This is an optimization exercise on Yosys and OpenROAD, whose aim is small area, not a production implementation.
Only simulation tests tie the RTL to the original design; equivalence was not proved.
No driver is modelled on the clock port, so clock power and skew are understated where the tree is cut down; a real chip needs a root buffer or a tree.

==> inputs of violet <==
==> flow/design.v <==
`timescale 1ns/1ps
module sp_fa (input a, input b, input c, output s, output co);
    assign s  = a ^ b ^ c;
    assign co = (a & b) | (c & (a | b));
endmodule
module sp_maj (input a, input b, input c, output y);
    assign y = (a & b) | (c & (a | b));
endmodule
module sp_add12 (input [11:0] a, input [11:0] b, input cin, output [12:0] s);
    wire [11:0] c;
    assign c[0] = cin;
    genvar i;
    generate
        for (i = 0; i < 11; i = i + 1) begin : g_bit
            sp_fa u_fa (.a(a[i]), .b(b[i]), .c(c[i]), .s(s[i]), .co(c[i+1]));
        end
    endgenerate
    sp_fa u_msb (.a(a[11]), .b(b[11]), .c(c[11]), .s(s[11]), .co(s[12]));
endmodule
module sp_add11 (input [11:1] a, input [11:1] b, input cin, output [12:1] s);
    wire [11:1] c;
    assign c[1] = cin;
    genvar i;
    generate
        for (i = 1; i < 11; i = i + 1) begin : g_bit
            sp_fa u_fa (.a(a[i]), .b(b[i]), .c(c[i]), .s(s[i]), .co(c[i+1]));
        end
    endgenerate
    sp_fa u_msb (.a(a[11]), .b(b[11]), .c(c[11]), .s(s[11]), .co(s[12]));
endmodule
module sp_carry12 (input [12:1] a, input [12:1] b, input cin, output co);
    wire [12:1] c;
    assign c[1] = cin;
    genvar i;
    generate
        for (i = 1; i < 12; i = i + 1) begin : g_bit
            sp_maj u_maj (.a(a[i]), .b(b[i]), .c(c[i]), .y(c[i+1]));
        end
    endgenerate
    sp_maj u_msb (.a(a[12]), .b(b[12]), .c(c[12]), .y(co));
endmodule
module sp_top (
    input             clk,
    input             rst_n,
    input             vsync,
    input             hsync,
    input      [11:0] data_i,
    output     [11:0] data_o,
    output            en_o
);
    localparam W  = 40;
    localparam N  = 4 * W + 6;             
    localparam NI = 2 * W + 2;             
    reg [11:0] d [0:N-1];
    integer k;
    always @(posedge clk) begin
        d[0] <= data_i;
        for (k = 1; k < N; k = k + 1)
            d[k] <= (k == NI) ? ~d[k-1] : d[k-1];
    end
    wire [11:0] win [0:2][-2:2][-2:2];
    genvar gs, gy, gx;
    generate
        for (gs = 0; gs < 3; gs = gs + 1) begin : g_st
            for (gy = -2; gy <= 2; gy = gy + 1) begin : g_ty
                for (gx = -2; gx <= 2; gx = gx + 1) begin : g_tx
                    localparam integer P = 2 * W + 1 + gs - W * gy - gx;
                    if (P < 0) begin : g_in
                        assign win[gs][gy][gx] = data_i;
                    end else begin : g_reg
                        assign win[gs][gy][gx] = d[P];
                    end
                end
            end
        end
    endgenerate
    function integer pdy;                  
        input integer j;
        case (j)
        0: pdy = 0;  1: pdy = 0;  2: pdy = -2; 3: pdy = -1;
        4: pdy = -2; 5: pdy = -1; 6: pdy = -2; default: pdy = -1;
        endcase
    endfunction
    function integer pdx;                  
        input integer j;
        case (j)
        0: pdx = -2; 1: pdx = -1; 2: pdx = 0;  3: pdx = 0;
        4: pdx = 2;  5: pdx = 1;  6: pdx = -2; default: pdx = -1;
        endcase
    endfunction
    reg  [7:0] le_b;                       
    genvar gj, gb;
    generate
        for (gj = 0; gj < 8; gj = gj + 1) begin : g_sa
            localparam integer DY = pdy(gj);
            localparam integer DX = pdx(gj);
            wire [11:0] fi = win[0][DY][DX];
            wire [11:0] s  = win[0][-DY][-DX];
            wire [12:0] c;
            assign c[1] = fi[0] | s[0];
            for (gb = 1; gb < 12; gb = gb + 1) begin : g_bit
                sp_maj u_maj (.a(fi[gb]), .b(s[gb]), .c(c[gb]), .y(c[gb+1]));
            end
            always @(posedge clk)
                le_b[gj] <= c[12];
        end
    endgenerate
    wire [11:0] ad [0:7];                  
    generate
        for (gj = 0; gj < 8; gj = gj + 1) begin : g_sb
            localparam integer DY = pdy(gj);
            localparam integer DX = pdx(gj);
            wire [12:0] r;
            sp_add12 u_sub (.a(win[1][DY][DX]), .b(win[1][-DY][-DX]), .cin(le_b[gj]), .s(r));
            assign ad[gj] = r[11:0] ^ {12{~le_b[gj]}};
        end
    endgenerate
    wire [12:0] gh, gd, gz, gvn;
    wire [11:0] a2n = ~ad[2], a3n = ~ad[3];
    assign gh[0]  = ad[0][0] ^ ad[1][0];
    assign gd[0]  = ad[4][0] ^ ad[5][0];
    assign gz[0]  = ad[6][0] ^ ad[7][0];
    assign gvn[0] = ~(a2n[0] ^ a3n[0]);
    sp_add11 u_gh (.a(ad[0][11:1]), .b(ad[1][11:1]), .cin(ad[0][0] & ad[1][0]), .s(gh[12:1]));
    sp_add11 u_gv (.a(a2n[11:1]),   .b(a3n[11:1]),   .cin(a2n[0] | a3n[0]),     .s(gvn[12:1]));
    sp_add11 u_gd (.a(ad[4][11:1]), .b(ad[5][11:1]), .cin(ad[4][0] & ad[5][0]), .s(gd[12:1]));
    sp_add11 u_gz (.a(ad[6][11:1]), .b(ad[7][11:1]), .cin(ad[6][0] & ad[7][0]), .s(gz[12:1]));
    wire [12:0] gdn = ~gd, gzn = ~gz;
    wire v_h, d_h, z_h, d_vn, z_vn, z_d;
    sp_carry12 u_vh (.a(gh[12:1]), .b(gvn[12:1]), .cin(gh[0] & gvn[0]), .co(v_h));
    sp_carry12 u_dh (.a(gh[12:1]), .b(gdn[12:1]), .cin(gh[0] & gdn[0]), .co(d_h));
    sp_carry12 u_zh (.a(gh[12:1]), .b(gzn[12:1]), .cin(gh[0] & gzn[0]), .co(z_h));
    sp_carry12 u_dv (.a(gd[12:1]), .b(gvn[12:1]), .cin(gd[0] | gvn[0]), .co(d_vn));
    sp_carry12 u_zv (.a(gz[12:1]), .b(gvn[12:1]), .cin(gz[0] | gvn[0]), .co(z_vn));
    sp_carry12 u_zd (.a(gd[12:1]), .b(gzn[12:1]), .cin(gd[0] & gzn[0]), .co(z_d));
    wire d_v = ~d_vn, z_v = ~z_vn;
    wire sel_v = v_h & ~d_v & ~z_v;
    wire sel_d = d_h & d_v & ~z_d;
    wire sel_z = z_h & z_v & z_d;
    wire [1:0] dir_b = {sel_d | sel_z, sel_v | sel_z};
    reg  [1:0]  dir_c;                     
    reg  [11:0] qn_c;                      
    always @(posedge clk) begin
        dir_c <= dir_b;
        case (dir_b)
        2'd0: qn_c <= ~ad[1];
        2'd1: qn_c <= a3n;
        2'd2: qn_c <= ~ad[5];
        default: qn_c <= ~ad[7];
        endcase
    end
    reg [11:0] p1n, p2;                    
    always @(*) begin
        case (dir_c)
        2'd0: begin p1n = win[2][0][-2];  p2 = win[2][0][2];   end
        2'd1: begin p1n = win[2][-2][0];  p2 = win[2][2][0];   end
        2'd2: begin p1n = win[2][-2][2];  p2 = win[2][2][-2];  end
        default: begin p1n = win[2][-2][-2]; p2 = win[2][2][2]; end
        endcase
    end
    wire [11:0] p2n = ~p2;
    wire [11:0] sn, cn;
    assign cn[0]  = p1n[0] & p2n[0];
    assign sn[11] = 1'b1;
    generate
        for (gb = 0; gb < 11; gb = gb + 1) begin : g_csa
            sp_fa u_fa (.a(p1n[gb+1]), .b(p2n[gb+1]), .c(qn_c[gb+1]), .s(sn[gb]), .co(cn[gb+1]));
        end
    endgenerate
    wire [12:0] en13;
    sp_add12 u_e (.a(sn), .b(cn), .cin(qn_c[0]), .s(en13));
    wire [12:0] e13   = ~en13;
    wire [11:0] cn_   = win[2][0][0];      
    wire        c_lo  = (cn_ == 12'd4095);
    wire        c_hi  = (cn_ == 12'd0);
    wire        e_big = e13 > 13'd680;
    wire        e_sml = e13 < 13'd3415;
    wire [11:0] e_n   = e13[12] ? 12'd0 : en13[11:0];    
    reg        busy;
    reg [5:0]  rowc;
    reg [5:0]  col;
    always @(posedge clk or negedge rst_n) begin
        if (!rst_n)
            busy <= 1'b0;
        else if (!busy)
            busy <= vsync & hsync;
        else if (rowc == 6'd32 && col == 6'd39)
            busy <= 1'b0;
    end
    always @(posedge clk) begin
        if (!busy) begin
            rowc <= 6'd0;
            col  <= 6'd37;
        end else if (col == 6'd39) begin
            rowc <= rowc + 6'd1;
            col  <= 6'd0;
        end else
            col  <= col + 6'd1;
    end
    wire filt = (rowc >= 6'd5 && rowc <= 6'd30 && col >= 6'd2 && col <= 6'd36) ||
                (rowc == 6'd30 && col == 6'd37);
    assign en_o   = busy && rowc >= 6'd3;
    assign data_o = ~((filt && ((c_lo && e_big) || (c_hi && e_sml))) ? e_n : cn_);
endmodule
==> flow/flow/run.sh <==
#!/bin/bash
# Layout flow: the standard ORFS flow (standard.sh), with three changes
# made through ORFS's own variables and step hooks:
#  - clock tree: sinks clustered 32 to a clkbuf_16, no dummy loads;
#  - port buffers: buf_1 instead of ORFS's default choice;
#  - after floorplan, majority gates that synthesis sized _2 go back to _1
#    (repair steps later upsize whatever timing needs).
# Each tool's output stays in orfs/logs; make's output goes to flow_make.log.
set -euo pipefail
W=$(pwd)
export CTS_ARGS="-sink_clustering_enable -repair_clock_nets -dont_use_dummy_load -sink_clustering_size 32 -sink_clustering_max_diameter 100 -buf_list sky130_fd_sc_hd__clkbuf_16"
export BUFFER_PORTS_ARGS="-buffer_cell sky130_fd_sc_hd__buf_1"
export POST_FLOORPLAN_TCL="$W/flow/post_floorplan.tcl"
bash standard.sh > "$W/flow_make.log" 2>&1
==> flow/flow/post_floorplan.tcl <==
# Downsize cells that synthesis picked a larger drive for than needed;
# later repair steps size up any that timing needs.
set swaps {sky130_fd_sc_hd__maj3_2 sky130_fd_sc_hd__maj3_1}
set db [ord::get_db]
set n 0
foreach inst [[ord::get_db_block] getInsts] {
  set m [[$inst getMaster] getName]
  if {[dict exists $swaps $m]} {
    $inst swapMaster [$db findMaster [dict get $swaps $m]]
    incr n
  }
}
puts "post_floorplan: downsized $n cells"
==> flow/standard.sh <==
#!/bin/bash
# synth_recipe.tcl (not shown) runs the flow's synth.tcl, then flattens the netlist and writes it again
# the make line also repeats each setting of config.mk as NAME=value (left out here)
make -C /OpenROAD-flow-scripts/flow DESIGN_CONFIG=/design/flow/config.mk WORK_HOME=/design/flow/orfs CLKGATE_MAP_FILE= SYNTH_SCRIPT=/design/flow/synth_recipe.tcl "${@:-finish}"
==> flow/config.mk <==
export PLATFORM = sky130hd
export DESIGN_NAME = sp_top
export DESIGN_NICKNAME = sp_top
export VERILOG_FILES = /design/flow/design.v
export SDC_FILE = /design/flow/constraint.sdc
export NUM_CORES = 4
export LEC_CHECK = 0
export CAP_MARGIN = 20
export CORE_MARGIN = 2
export CORE_UTILIZATION = 70
export GPL_TIMING_DRIVEN = 0
export PLACE_DENSITY = 0.85
export SLEW_MARGIN = 20
export SYNTH_HIERARCHICAL = 1
export SYNTH_MINIMUM_KEEP_SIZE = 0
==> flow/constraint.sdc <==
create_clock -name core_clock -period 10.0 [get_ports {clk}]
set_input_delay 2.0000 -clock core_clock [delete_from_list [all_inputs] [get_ports {clk}]]
set_output_delay 2.0000 -clock core_clock [all_outputs]
set_load 0.01 [all_outputs]
==> juniper (differences from violet) <==
--- a/flow/flow/run.sh
+++ b/flow/flow/run.sh
@@ -1,3 +1,3 @@
 #!/bin/bash
-# Layout flow: the standard ORFS flow (standard.sh), with three changes
+# Layout flow: the standard ORFS flow (standard.sh), with four changes
 # made through ORFS's own variables and step hooks:
@@ -6,3 +6,5 @@
 #  - after floorplan, majority gates that synthesis sized _2 go back to _1
-#    (repair steps later upsize whatever timing needs).
+#    (repair steps later upsize whatever timing needs);
+#  - after CTS, the tree's lightly loaded branch buffers are merged in
+#    pairs down to 4.
 # Each tool's output stays in orfs/logs; make's output goes to flow_make.log.
@@ -13,2 +15,3 @@
 export POST_FLOORPLAN_TCL="$W/flow/post_floorplan.tcl"
+export POST_CTS_TCL="$W/flow/post_cts.tcl"
 bash standard.sh > "$W/flow_make.log" 2>&1
==> flow/flow/post_cts.tcl (new file) <==
# Clock tree top: CTS makes clk -> one root buffer -> a level of 8 branch
# buffers -> leaf buffers, where each branch buffer drives only a handful of
# leaf buffers. Merge the nearest branch buffers in pairs (one takes over the
# other's leaf buffers) until 4 are left; the tree keeps its three levels.
set block [ord::get_db_block]
set clknet [[$block findBTerm clk] getNet]
proc bt_loads {net} {
  set l {}
  foreach it [$net getITerms] { if {[$it isInputSignal]} { lappend l $it } }
  return $l
}
set port_loads [bt_loads $clknet]
if {[llength $port_loads] == 1} {
  set root [[lindex $port_loads 0] getInst]
  set rootout [[$root findITerm X] getNet]
  set branches {}
  foreach it [bt_loads $rootout] { lappend branches [$it getInst] }
  set ok 1
  foreach b $branches {
    if {![string match "sky130_fd_sc_hd__clkbuf*" [[$b getMaster] getName]]} { set ok 0 }
  }
  if {$ok && [llength $branches] >= 2} {
    while {[llength $branches] > 4} {
      # nearest pair
      set best {}
      set bd 1e18
      for {set i 0} {$i < [llength $branches]} {incr i} {
        for {set j [expr {$i + 1}]} {$j < [llength $branches]} {incr j} {
          set a [lindex [[lindex $branches $i] getLocation] 0]
          set b [lindex [[lindex $branches $i] getLocation] 1]
          set c [lindex [[lindex $branches $j] getLocation] 0]
          set d [lindex [[lindex $branches $j] getLocation] 1]
          set dist [expr {abs($a - $c) + abs($b - $d)}]
          if {$dist < $bd} { set bd $dist; set best [list $i $j] }
        }
      }
      set keep [lindex $branches [lindex $best 0]]
      set drop [lindex $branches [lindex $best 1]]
      set knet [[$keep findITerm X] getNet]
      set dnet [[$drop findITerm X] getNet]
      foreach it [bt_loads $dnet] { $it disconnect; $it connect $knet }
      [$drop findITerm A] disconnect
      [$drop findITerm X] disconnect
      odb::dbInst_destroy $drop
      odb::dbNet_destroy $dnet
      set branches [lreplace $branches [lindex $best 1] [lindex $best 1]]
    }
    puts "post_cts: root buffer now drives [llength $branches] branch buffers"
  }
}
- GPL_TIMING_DRIVEN: 0 -> default
==> pepper (differences from violet) <==
--- a/flow/design.v
+++ b/flow/design.v
@@ -19,19 +19,8 @@
 endmodule
-module sp_add11 (input [11:1] a, input [11:1] b, input cin, output [12:1] s);
-    wire [11:1] c;
-    assign c[1] = cin;
+module sp_carry13 (input [12:0] a, input [12:0] b, input cin, output co);
+    wire [12:0] c;
+    assign c[0] = cin;
     genvar i;
     generate
-        for (i = 1; i < 11; i = i + 1) begin : g_bit
-            sp_fa u_fa (.a(a[i]), .b(b[i]), .c(c[i]), .s(s[i]), .co(c[i+1]));
-        end
-    endgenerate
-    sp_fa u_msb (.a(a[11]), .b(b[11]), .c(c[11]), .s(s[11]), .co(s[12]));
-endmodule
-module sp_carry12 (input [12:1] a, input [12:1] b, input cin, output co);
-    wire [12:1] c;
-    assign c[1] = cin;
-    genvar i;
-    generate
-        for (i = 1; i < 12; i = i + 1) begin : g_bit
+        for (i = 0; i < 12; i = i + 1) begin : g_bit
             sp_maj u_maj (.a(a[i]), .b(b[i]), .c(c[i]), .y(c[i+1]));
@@ -47,3 +36,3 @@
     input      [11:0] data_i,
-    output     [11:0] data_o,
+    output reg [11:0] data_o,
     output            en_o
@@ -118,19 +107,13 @@
     wire [12:0] gh, gd, gz, gvn;
-    wire [11:0] a2n = ~ad[2], a3n = ~ad[3];
-    assign gh[0]  = ad[0][0] ^ ad[1][0];
-    assign gd[0]  = ad[4][0] ^ ad[5][0];
-    assign gz[0]  = ad[6][0] ^ ad[7][0];
-    assign gvn[0] = ~(a2n[0] ^ a3n[0]);
-    sp_add11 u_gh (.a(ad[0][11:1]), .b(ad[1][11:1]), .cin(ad[0][0] & ad[1][0]), .s(gh[12:1]));
-    sp_add11 u_gv (.a(a2n[11:1]),   .b(a3n[11:1]),   .cin(a2n[0] | a3n[0]),     .s(gvn[12:1]));
-    sp_add11 u_gd (.a(ad[4][11:1]), .b(ad[5][11:1]), .cin(ad[4][0] & ad[5][0]), .s(gd[12:1]));
-    sp_add11 u_gz (.a(ad[6][11:1]), .b(ad[7][11:1]), .cin(ad[6][0] & ad[7][0]), .s(gz[12:1]));
-    wire [12:0] gdn = ~gd, gzn = ~gz;
+    sp_add12 u_gh (.a(ad[0]),  .b(ad[1]),  .cin(1'b0), .s(gh));
+    sp_add12 u_gv (.a(~ad[2]), .b(~ad[3]), .cin(1'b1), .s(gvn));
+    sp_add12 u_gd (.a(ad[4]),  .b(ad[5]),  .cin(1'b0), .s(gd));
+    sp_add12 u_gz (.a(ad[6]),  .b(ad[7]),  .cin(1'b0), .s(gz));
     wire v_h, d_h, z_h, d_vn, z_vn, z_d;
-    sp_carry12 u_vh (.a(gh[12:1]), .b(gvn[12:1]), .cin(gh[0] & gvn[0]), .co(v_h));
-    sp_carry12 u_dh (.a(gh[12:1]), .b(gdn[12:1]), .cin(gh[0] & gdn[0]), .co(d_h));
-    sp_carry12 u_zh (.a(gh[12:1]), .b(gzn[12:1]), .cin(gh[0] & gzn[0]), .co(z_h));
-    sp_carry12 u_dv (.a(gd[12:1]), .b(gvn[12:1]), .cin(gd[0] | gvn[0]), .co(d_vn));
-    sp_carry12 u_zv (.a(gz[12:1]), .b(gvn[12:1]), .cin(gz[0] | gvn[0]), .co(z_vn));
-    sp_carry12 u_zd (.a(gd[12:1]), .b(gzn[12:1]), .cin(gd[0] & gzn[0]), .co(z_d));
+    sp_carry13 u_vh (.a(gh), .b(gvn), .cin(1'b0), .co(v_h));
+    sp_carry13 u_dh (.a(gh), .b(~gd), .cin(1'b0), .co(d_h));
+    sp_carry13 u_zh (.a(gh), .b(~gz), .cin(1'b0), .co(z_h));
+    sp_carry13 u_dv (.a(gd), .b(gvn), .cin(1'b1), .co(d_vn));
+    sp_carry13 u_zv (.a(gz), .b(gvn), .cin(1'b1), .co(z_vn));
+    sp_carry13 u_zd (.a(gd), .b(~gz), .cin(1'b0), .co(z_d));
     wire d_v = ~d_vn, z_v = ~z_vn;
@@ -141,3 +124,3 @@
     reg  [1:0]  dir_c;                     
-    reg  [11:0] qn_c;                      
+    reg  [11:0] qa_c;                      
     always @(posedge clk) begin
@@ -145,35 +128,33 @@
         case (dir_b)
-        2'd0: qn_c <= ~ad[1];
-        2'd1: qn_c <= a3n;
-        2'd2: qn_c <= ~ad[5];
-        default: qn_c <= ~ad[7];
+        2'd0: qa_c <= ad[1];
+        2'd1: qa_c <= ad[3];
+        2'd2: qa_c <= ad[5];
+        default: qa_c <= ad[7];
         endcase
     end
-    reg [11:0] p1n, p2;                    
+    reg [11:0] p1, p2;                     
     always @(*) begin
         case (dir_c)
-        2'd0: begin p1n = win[2][0][-2];  p2 = win[2][0][2];   end
-        2'd1: begin p1n = win[2][-2][0];  p2 = win[2][2][0];   end
-        2'd2: begin p1n = win[2][-2][2];  p2 = win[2][2][-2];  end
-        default: begin p1n = win[2][-2][-2]; p2 = win[2][2][2]; end
+        2'd0: begin p1 = ~win[2][0][-2];  p2 = win[2][0][2];   end
+        2'd1: begin p1 = ~win[2][-2][0];  p2 = win[2][2][0];   end
+        2'd2: begin p1 = ~win[2][-2][2];  p2 = win[2][2][-2];  end
+        default: begin p1 = ~win[2][-2][-2]; p2 = win[2][2][2]; end
         endcase
     end
-    wire [11:0] p2n = ~p2;
-    wire [11:0] sn, cn;
-    assign cn[0]  = p1n[0] & p2n[0];
-    assign sn[11] = 1'b1;
+    wire [11:0] cs_s, cs_c;
+    assign cs_c[0]  = p1[0] | p2[0];
+    assign cs_s[11] = 1'b0;
     generate
         for (gb = 0; gb < 11; gb = gb + 1) begin : g_csa
-            sp_fa u_fa (.a(p1n[gb+1]), .b(p2n[gb+1]), .c(qn_c[gb+1]), .s(sn[gb]), .co(cn[gb+1]));
+            sp_fa u_fa (.a(p1[gb+1]), .b(p2[gb+1]), .c(qa_c[gb+1]), .s(cs_s[gb]), .co(cs_c[gb+1]));
         end
     endgenerate
-    wire [12:0] en13;
-    sp_add12 u_e (.a(sn), .b(cn), .cin(qn_c[0]), .s(en13));
-    wire [12:0] e13   = ~en13;
-    wire [11:0] cn_   = win[2][0][0];      
-    wire        c_lo  = (cn_ == 12'd4095);
-    wire        c_hi  = (cn_ == 12'd0);
+    wire [12:0] e13;
+    sp_add12 u_e (.a(cs_s), .b(cs_c), .cin(qa_c[0]), .s(e13));
+    wire [11:0] c     = ~win[2][0][0];
+    wire        c_lo  = (c == 12'd0);
+    wire        c_hi  = (c == 12'd4095);
     wire        e_big = e13 > 13'd680;
     wire        e_sml = e13 < 13'd3415;
-    wire [11:0] e_n   = e13[12] ? 12'd0 : en13[11:0];    
+    wire [11:0] e     = e13[12] ? 12'd4095 : e13[11:0];
     reg        busy;
@@ -192,3 +173,3 @@
             rowc <= 6'd0;
-            col  <= 6'd37;
+            col  <= 6'd36;
         end else if (col == 6'd39) begin
@@ -199,6 +180,7 @@
     end
-    wire filt = (rowc >= 6'd5 && rowc <= 6'd30 && col >= 6'd2 && col <= 6'd36) ||
-                (rowc == 6'd30 && col == 6'd37);
-    assign en_o   = busy && rowc >= 6'd3;
-    assign data_o = ~((filt && ((c_lo && e_big) || (c_hi && e_sml))) ? e_n : cn_);
+    wire filt = (rowc >= 6'd5 && rowc <= 6'd30 && col >= 6'd1 && col <= 6'd35) ||
+                (rowc == 6'd30 && col == 6'd36);
+    assign en_o = busy && rowc >= 6'd3;
+    always @(posedge clk)
+        data_o <= (filt && ((c_lo && e_big) || (c_hi && e_sml))) ? e : c;
 endmodule
--- a/flow/flow/run.sh
+++ b/flow/flow/run.sh
@@ -3,3 +3,3 @@
 # made through ORFS's own variables and step hooks:
-#  - clock tree: sinks clustered 32 to a clkbuf_16, no dummy loads;
+#  - clock tree: sinks clustered 30 to a clkbuf_16, no dummy loads;
 #  - port buffers: buf_1 instead of ORFS's default choice;
@@ -10,3 +10,3 @@
 W=$(pwd)
-export CTS_ARGS="-sink_clustering_enable -repair_clock_nets -dont_use_dummy_load -sink_clustering_size 32 -sink_clustering_max_diameter 100 -buf_list sky130_fd_sc_hd__clkbuf_16"
+export CTS_ARGS="-sink_clustering_enable -repair_clock_nets -dont_use_dummy_load -sink_clustering_size 30 -sink_clustering_max_diameter 100 -buf_list sky130_fd_sc_hd__clkbuf_16"
 export BUFFER_PORTS_ARGS="-buffer_cell sky130_fd_sc_hd__buf_1"
- CORE_UTILIZATION: 70 -> 40
- CTS_CLUSTER_DIAMETER: default -> 100
- CTS_CLUSTER_SIZE: default -> 30
- GPL_TIMING_DRIVEN: 0 -> default
- PLACE_DENSITY: 0.85 -> 0.6
==> flow_metrics.tcl <==
set metrics [dict create \
    status "complete, no violations" \
    antenna_found_initial 4 \
    setup_viol 0 \
    total_power_w 0.0122 \
    power_frac_clock_pct 29.4 \
    grt.total_usage_pct 11.2 \
    rsz0062_at_grt "no" \
    clock_net_power_w 0.00358 \
    most-common-layout-cells "dfxtp_1 (2037), fa_1 (167), maj3_1 (166), xnor2_1 (80), clkbuf_16 (78)" \
]
[end of results for pepper]
==> flow_metrics.tcl <==
set metrics [dict create \
    status "complete, but fails checks" \
    so.violations "negative setup slack" \
    setup_ws_ns -0.102 \
    setup_viol 11 \
]
[end of results for violet]
==> flow_metrics.tcl <==
set metrics [dict create \
    grt.total_usage_pct 25.0 \
    status "complete, no violations" \
    antenna_found_initial 5 \
    rsz0062_at_grt "no" \
    total_power_w 0.0120 \
]
[end of results for juniper]

## re-timing with driven ports
No port has a modelled driver above. Below, the same layouts with a new extraction and two added sets of constraints.
Step 1, drivers: a clkbuf_16 drives clk and a buf_2 each remaining input, both assumed.
Step 2 times the ports against the registers' clock, not the clock port: input delays grow and output delays shrink by t, the midpoint of the rising clock arrivals with the driver on.
Slacks: no drivers / after step 1 / after step 2; pairs: no drivers / after step 1.
| run | t (ns) | slack for setup (ns) | slew at the worst register clock pin (ns) |
|---|---|---|---|
| violet | 0.705 | -0.102 / -0.166 / 0.539 | 0.12 / 0.12 |
| juniper | 0.747 | 0.210 / 0.149 / 0.896 | 0.12 / 0.12 |
| pepper | 0.719 | 1.505 / 1.505 / 1.505 | 0.12 / 0.12 |
